This is an optimization exercise on Yosys and OpenROAD, whose aim is small area and a short achievable clock period, not a production implementation. In this exercise RTL edits were held to simulation tests only and were not proved equivalent to the original.

Design Float8Mac16_3stage, start of the top module:
module Float8Mac16_3stage #(
    parameter int unsigned N_WAY  = 16,
    parameter int unsigned PADBIT = 10
)(
    input  logic               clk,
    input  logic               rst_n,
    input  logic [8*N_WAY-1:0] din_X,
    input  logic [8*N_WAY-1:0] din_W,
    input  logic               din_valid,
    output logic [15:0]        dout,
    output logic               dout_valid
);
Settings: LEC_CHECK=0, ABC_AREA=1, CAP_MARGIN=20, CORE_MARGIN=2, CORE_UTILIZATION=60, CTS_BUF_LIST=sky130_fd_sc_hd__clkbuf_16, CTS_CLUSTER_DIAMETER=120, CTS_CLUSTER_SIZE=32, PLACE_DENSITY=0.75, SLEW_MARGIN=20, BUFFER_PORTS_ARGS=-buffer_cell sky130_fd_sc_hd__buf_2; clock period 44.0 ns.
standard.sh (not shown) runs the stock make flow with config.mk's settings and CLKGATE_MAP_FILE= SYNTH_SCRIPT=/design/flow/synth_recipe.tcl, a recipe that flattens the netlist after the stock synthesis.
==> flow/flow/run.sh <==
#!/bin/bash
# The standard layout, with the port buffers made of sky130_fd_sc_hd__buf_2
# instead of the cell buffer_ports picks by default (clkdlybuf4s50_1, a delay cell).
set -euo pipefail
echo 'export BUFFER_PORTS_ARGS = -buffer_cell sky130_fd_sc_hd__buf_2' >> config.mk
bash standard.sh > flow.log 2>&1
Edit:
Settings changed: CTS_BUF_LIST sky130_fd_sc_hd__clkbuf_16 to default, CTS_CLUSTER_DIAMETER 120 to default, CTS_CLUSTER_SIZE 32 to default.
After rerunning: The changed run produced a clean layout. Clock skew hardly moves. Synthesized area stays the same. Via count rises by 0.91%. Wire length goes up by 1.5%. Worst setup slack is about the same. Non-clock buffer count is unchanged. Count of clock-buffer cells in the layout grows by 62. Synthesized cell count is unchanged.
Edit:
Settings changed: CORE_UTILIZATION 60 to 40, CTS_BUF_LIST from default to sky130_fd_sc_hd__clkbuf_16, CTS_CLUSTER_DIAMETER from default to 100, CTS_CLUSTER_SIZE from default to 24, PLACE_DENSITY 0.75 to 0.6.
Outcome: Hold slack improves by 0.0083 ns. Worst setup slack barely changes. Global-route usage shrinks by 9.8 points. Clock skew grows by 0.011 ns. Routed wire length grows by 8.0%. Non-clock buffer count grows by 1. Final area hardly moves. Fmax hardly moves. Area after synthesis is unchanged.
Edit:
Settings changed: CORE_UTILIZATION 40 to 60, CTS_CLUSTER_DIAMETER 100 to 90, CTS_CLUSTER_SIZE 24 to 22, PLACE_DENSITY 0.6 to 0.75.
The new run passed the timing, DRC and antenna checks. Utilization is higher by 21 points. Cell count is lower by about 7%. Non-clock buffer count is lower by 1. Setup slack is better by 0.045 ns. Clock skew is lower by 0.0044 ns. Global-route usage is higher by 9.5 points. Wire length is lower by 8.2%. Flip-flop and latch count stays the same. Maximum frequency is higher by about 0.45%. Design area is lower by 1.5%.

========
== job 4386 ==
Another version of the RTL of Float8Mac16_3stage (not shown whole).
Size in the first run: about 6,600 cells after synthesis, roughly 540 flip-flops, roughly 280 I/O pins.
// Float8Mac16_3stage
module Float8Mac16_3stage #(
    parameter int unsigned N_WAY  = 16,
    parameter int unsigned PADBIT = 10
)(
    input  logic               clk,
    input  logic               rst_n,
    input  logic [8*N_WAY-1:0] din_X,
    input  logic [8*N_WAY-1:0] din_W,
    input  logic               din_valid,
    output logic [15:0]        dout,
    output logic               dout_valid
);
==> flow/config.mk <==
export PLATFORM = sky130hd
export DESIGN_NAME = Float8Mac16_3stage
export DESIGN_NICKNAME = Float8Mac16_3stage
export VERILOG_FILES = /design/flow/design.v
export SDC_FILE = /design/flow/constraint.sdc
export NUM_CORES = 4
export LEC_CHECK = 0
export ABC_AREA = 1
export CAP_MARGIN = 20
export CORE_MARGIN = 2
export CORE_UTILIZATION = 40
export CTS_BUF_LIST = sky130_fd_sc_hd__clkbuf_8
export CTS_CLUSTER_DIAMETER = 60
export CTS_CLUSTER_SIZE = 16
export PLACE_DENSITY = 0.6
export SLEW_MARGIN = 20
export BUFFER_PORTS_ARGS = -buffer_cell sky130_fd_sc_hd__buf_2
==> flow/constraint.sdc <==
create_clock -name core_clock -period 44.0 [get_ports {clk}]
set_input_delay 8.8000 -clock core_clock [delete_from_list [all_inputs] [get_ports {clk}]]
set_output_delay 8.8000 -clock core_clock [all_outputs]
set_load 0.01 [all_outputs]
Scripts as last shown in full above: flow/flow/run.sh
Job 4386 completed end to end with timing, DRC and antenna clean.
> inputs changed (job 4386 -> job 5920)
Settings: CTS_CLUSTER_DIAMETER removed (was 60); CORE_UTILIZATION changed from 40 to 60; CTS_BUF_LIST removed (was sky130_fd_sc_hd__clkbuf_8); PLACE_DENSITY changed from 0.6 to 0.75; CTS_CLUSTER_SIZE removed (was 16).
Findings:
Diff job 4386..job 5920 | number of gates resized after cts | unchanged
Job 5920 against job 4386: worst setup slack after placement saw a decrease, synthesis-to-finish area growth saw a decrease.
### job 5920 -> job 5544
Settings: CORE_UTILIZATION changed from 60 to 40; PLACE_DENSITY changed from 0.75 to 0.6.
==> notes.md <==
- Every stage of the flow completed for job 5544, and the final layout passed the timing, DRC and antenna checks.
- Job 5920 reached the final stage; the timing, DRC and antenna checks on its layout passed.
- When job 5544 is measured against job 5920, its final worst setup slack turns out 4.5 ps higher.
- As far as area taken by multi-input logic gates goes, job 5544 and job 5920 are indistinguishable; the numbers are identical.
- Between job 5544 and job 5920, the utilization is lower for job 5544.
- [compare] base=job 5920 new=job 5544: maximum operating frequency now sits at about the same level, actual transition at the worst max-transition pin now sits higher, first-pass GRT wire length now sits higher, wire length reported by the detailed router now sits higher.
- Looking at job 5544 and job 5920, the flip-flop and latch count is a wash.
- Between job 5544 and job 5920, the width of the chip is higher for job 5544.
- Job 5544: area inside the core boundary about 50% above job 5920
What job 7615 does differently from job 5544 at the input level:
Settings: putting CTS_CLUSTER_SIZE at 32 where nothing was set; putting CTS_CLUSTER_DIAMETER at 120 where nothing was set; putting CTS_BUF_LIST at sky130_fd_sc_hd__clkbuf_16 where nothing was set.
### Flow results
Between job 5544 and job 7615, cell area after layout is lower for job 7615, job 5544 comes in above that.
Wire: job 7615 routes less than job 5544

========
trial 90:
Another version of the RTL of Float8Mac16_3stage (not shown whole).
For scale: ~6,500 cells after synthesis, roughly 540 flip-flops.
==> flow/config.mk <==
export PLATFORM = sky130hd
export DESIGN_NAME = Float8Mac16_3stage
export DESIGN_NICKNAME = Float8Mac16_3stage
export VERILOG_FILES = /design/flow/design.v
export SDC_FILE = /design/flow/constraint.sdc
export NUM_CORES = 4
export LEC_CHECK = 0
export ABC_AREA = 1
export CAP_MARGIN = 20
export CORE_MARGIN = 2
export CORE_UTILIZATION = 60
export CTS_BUF_LIST = sky130_fd_sc_hd__clkbuf_16
export CTS_CLUSTER_DIAMETER = 90
export CTS_CLUSTER_SIZE = 22
export GPL_ROUTABILITY_DRIVEN = 0
export GPL_TIMING_DRIVEN = 0
export PLACE_DENSITY = 0.75
export SLEW_MARGIN = 20
export BUFFER_PORTS_ARGS = -buffer_cell sky130_fd_sc_hd__buf_2
==> flow/constraint.sdc <==
create_clock -name core_clock -period 44.0 [get_ports {clk}]
set_input_delay 8.8000 -clock core_clock [delete_from_list [all_inputs] [get_ports {clk}]]
set_output_delay 8.8000 -clock core_clock [all_outputs]
set_load 0.01 [all_outputs]
Scripts as last shown in full above: flow/flow/run.sh
### trial 90 -> build 82
Settings: GPL_TIMING_DRIVEN removed (was 0); GPL_ROUTABILITY_DRIVEN removed (was 0).
==> notes.md <==
Going from trial 90 to build 82, clock period minus worst slack now smaller; maximum frequency comparable.
Going from trial 90 to build 82, total wire length grew by about 5%; count of non-filler cells in the finished layout now sits lower.
Build 82 does better than trial 90 on worst setup slack.
On build 82: total routing usage reported by global routing is 1.4 points higher than what trial 90 gave.

## separate check: timing with driven ports
Ports are ideal in the flow. The routed layouts listed here were re-timed in OpenROAD. Step 1 sets driving cells, clkbuf_16 on the clock port and buf_2 on the other inputs (assumed; they add their load-dependent delay and slew). Step 2 adds t to the input delays and takes it off the output delays; t is the mean of the earliest and latest rising clock arrival at the registers after step 1. Input paths then give back, and output paths get back, about the clock's delay inside the block. Three values: ideal, step 1, step 2; two values: the first two.
run | shift t [ns] | setup slack, ns | hold WS [ns] | worst setup path after step 2 | worst register clock-pin slew, ns
the first run of note 1 | 0.689 | 34.054 / 33.986 / 33.881 | 0.341 / 0.341 / 0.341 | input to register | 0.13 / 0.13
the second run of note 1 | 0.725 | 34.056 / 33.985 / 33.875 | 0.328 / 0.328 / 0.328 | input to register | 0.07 / 0.07
the third run of note 1 | 0.695 | 34.054 / 33.984 / 33.769 | 0.337 / 0.337 / 0.337 | input to register | 0.10 / 0.10
the fourth run of note 1 | 0.665 | 34.099 / 34.027 / 33.866 | 0.331 / 0.331 / 0.331 | input to register | 0.10 / 0.10
job 4386 | 0.810 | 33.976 / 33.901 / 33.843 | 0.334 / 0.334 / 0.334 | input to register | 0.10 / 0.10
job 5920 | 0.704 | 34.071 / 33.998 / 33.717 | 0.326 / 0.326 / 0.326 | input to register | 0.07 / 0.07
job 5544 | 0.725 | 34.076 / 33.996 / 33.840 | 0.325 / 0.325 / 0.325 | input to register | 0.08 / 0.08
job 7615 | 0.724 | 34.056 / 33.977 / 33.856 | 0.330 / 0.330 / 0.330 | input to register | 0.12 / 0.12
trial 90 | 0.676 | 34.110 / 34.040 / 33.862 | 0.333 / 0.333 / 0.333 | input to register | 0.09 / 0.09
build 82 | 0.666 | 34.113 / 34.040 / 33.846 | 0.355 / 0.355 / 0.355 | input to register | 0.09 / 0.09
After both steps setup and hold are still met in every run listed. The setup slack of job 5920, which loses most, moves by -0.073 ns with the drivers and by -0.354 ns with both steps.
